This design comes from an exercise in tuning for small area on the open sky130 flow, not from production work.
The RTL was checked by simulation tests, not by an equivalence proof against the original design.
No driver is modelled on the clock port, so clocking that relies on it looks cheaper here than on a real chip.
Power figures rest on the tool's default switching activity, not on a simulated workload.

## before
==> flow/design.v <==
module cb5_nsel (
    input en,
    input en_n,
    input a,
    input q,
    output y
);
    assign y = ~((q | en) & (a | en_n));
endmodule
module cb5_nsel8 (
    input en,
    input en_n,
    input [7:0] a,
    input [7:0] q,
    output [7:0] y
);
    genvar b;
    generate
        for (b = 0; b < 8; b = b + 1) begin : g_bit
            cb5_nsel u (.en(en), .en_n(en_n), .a(a[b]), .q(q[b]), .y(y[b]));
        end
    endgenerate
endmodule
module cb5_sel (
    input en,
    input en_n,
    input a,
    input q,
    output y
);
    assign y = (a & en) | (q & en_n);
endmodule
module cb5_sel8 (
    input en,
    input en_n,
    input [7:0] a,
    input [7:0] q,
    output [7:0] y
);
    genvar b;
    generate
        for (b = 0; b < 8; b = b + 1) begin : g_bit
            cb5_sel u (.en(en), .en_n(en_n), .a(a[b]), .q(q[b]), .y(y[b]));
        end
    endgenerate
endmodule
module conv_buffer_5x5 (
    input clk,
    input reset,
    input [7:0] pixel_in,
    input valid_in,
    output [199:0] window,
    output reg window_valid
);
localparam N = 4 * 32 + 5;
reg [8*N-1:0] s;        
wire [8*N-1:0] s_nx;
reg flip;
reg [9:0] pos;          
wire en = valid_in;
wire en_n = ~valid_in;
always @(posedge clk) begin
    if (reset)
        flip <= 1'b0;
    else
        flip <= flip ^ en_n;
end
always @(posedge clk)
    s <= s_nx;
genvar g;
generate
    for (g = 0; g < N; g = g + 1) begin : g_st
        if (g == 0) begin : g_in
            cb5_sel8 u (.en(en), .en_n(en_n), .a(pixel_in), .q(s[7:0]), .y(s_nx[7:0]));
        end else if ((g % 32) < 5 && (g % 32) != 0) begin : g_tap
            cb5_sel8 u (.en(en), .en_n(en_n), .a(s[8*g-8 +: 8]), .q(s[8*g +: 8]),
                       .y(s_nx[8*g +: 8]));
        end else if ((g % 32) == 0) begin : g_exit
            cb5_sel8 u (.en(en), .en_n(en_n), .a(s[8*g-8 +: 8] ^ {8{~flip}}),
                       .q(s[8*g +: 8]), .y(s_nx[8*g +: 8]));
        end else if ((g % 32) == 5) begin : g_enter
            cb5_nsel8 u (.en(en), .en_n(en_n), .a(s[8*g-8 +: 8] ^ {8{flip}}),
                        .q(s[8*g +: 8]), .y(s_nx[8*g +: 8]));
        end else begin : g_seg
            cb5_nsel8 u (.en(en), .en_n(en_n), .a(s[8*g-8 +: 8]), .q(s[8*g +: 8]),
                        .y(s_nx[8*g +: 8]));
        end
    end
endgenerate
always @(posedge clk) begin
    if (reset) begin
        pos <= 10'd0;
        window_valid <= 1'b0;
    end else if (valid_in) begin
        pos <= pos + 10'd1;
        window_valid <= (pos[9:7] != 3'd0) && (pos[4:2] != 3'd0);
    end
end
genvar k, j;
generate
    for (k = 0; k < 5; k = k + 1) begin : g_row
        for (j = 0; j < 5; j = j + 1) begin : g_col
            assign window[199 - 8*(5*k + j) -: 8] = s[8*(32*(4-k) + (4-j)) +: 8];
        end
    end
endgenerate
endmodule
Settings: LEC_CHECK=0, CAP_MARGIN=20, CORE_MARGIN=2, CORE_UTILIZATION=40, SLEW_MARGIN=20, SYNTH_HIERARCHICAL=1, SYNTH_MINIMUM_KEEP_SIZE=0; clock period 6.0 ns.
standard.sh (not shown) runs the stock make flow with config.mk's settings and CLKGATE_MAP_FILE= SYNTH_SCRIPT=/design/flow/synth_recipe.tcl, a recipe that flattens the netlist after the stock synthesis.
==> flow/flow/run.sh <==
#!/bin/bash
# Standard layout, with buf_1 port buffers and a clock tree of small buffers
# without dummy loads. make's full output goes to flow.log.
set -euo pipefail
export BUFFER_PORTS_ARGS="-buffer_cell sky130_fd_sc_hd__buf_1"
export CTS_ARGS="-sink_clustering_enable -repair_clock_nets -dont_use_dummy_load -buf_list {sky130_fd_sc_hd__clkbuf_4} -sink_clustering_size 12 -sink_clustering_max_diameter 50"
export POST_CTS_TCL="$PWD/flow/post_cts.tcl"
bash standard.sh > flow.log 2>&1
==> flow/flow/post_cts.tcl <==
estimate_parasitics -placement
set n_up 0
foreach inst [get_cells clkbuf_leaf_*] {
  set worst 0
  set onet [get_nets -of_objects [get_pins [get_full_name $inst]/X]]
  foreach p [get_pins -of_objects $onet -filter "direction==input"] {
    set s [get_property $p slew_max]
    if {$s > $worst} { set worst $s }
  }
  if {$worst > 0.124} {
    replace_cell $inst sky130_fd_sc_hd__clkbuf_8
    incr n_up
  }
}
puts "post_cts.tcl: upsized $n_up leaf clock buffers"
detailed_placement
check_placement -verbose
estimate_parasitics -placement
Inputs modified between before and after:
Settings: PLACE_DENSITY: unset -> 0.75; CORE_UTILIZATION: 40 -> 65.
==> flow/flow/run.sh <==
#!/bin/bash
# Standard layout, with buf_1 port buffers and a clock tree of small buffers
# without dummy loads. make's full output goes to flow.log.
set -euo pipefail
export BUFFER_PORTS_ARGS="-buffer_cell sky130_fd_sc_hd__buf_1"
export CTS_ARGS="-sink_clustering_enable -repair_clock_nets -dont_use_dummy_load -buf_list {sky130_fd_sc_hd__clkbuf_8} -sink_clustering_size 24 -sink_clustering_max_diameter 30"
bash standard.sh > flow.log 2>&1
removed: flow/flow/post_cts.tcl
Number of antenna violations at the first check in global routing, before and after: larger value in before
Delta (after minus before): clock network power consumption increased 50%, layout overhead on the synthesized area increased 1.7 points, worst-case register-to-register setup slack increased 0.07 ns, portion of total power attributed to sequential cells decreased 6.5 points.
When the final numbers for before and after were put side by side, the ratio of cells with drive above 1 in the final layout turned out to be greater in after.
The lower global router's overall resource usage of before and after is in before.
after against before: number of nets in the final layout increased by 1.1% relative to the old numbers; total sequential power closely matched the old numbers; area of all placed cells without fillers increased by about 1.6% relative to the old numbers.

-- port drivers added, routing unchanged --
In the flow no input, the clock included, has a driving cell. The finished layouts below were timed again as built, in two steps.
Step 1 sets driving cells, clkbuf_16 on the clock port and buf_2 on the other inputs (assumed; they add their load-dependent delay and slew).
Step 2 also shifts input and output timing later by t, the mid clock arrival at the registers, as if the neighbouring blocks saw the same clock.
Slacks: ideal / step 1 / step 2; pairs: ideal / step 1.
run	shift t [ns]	setup slack, ns	worst setup path after step 2
before	0.884	2.931 / 2.947 / 2.063	input to register
after	0.802	3.038 / 3.071 / 2.269	input to register
After both steps every run listed still meets setup and hold. For before, which loses most, drivers alone change the setup slack by +0.016 ns; drivers and shift together by -0.868 ns.
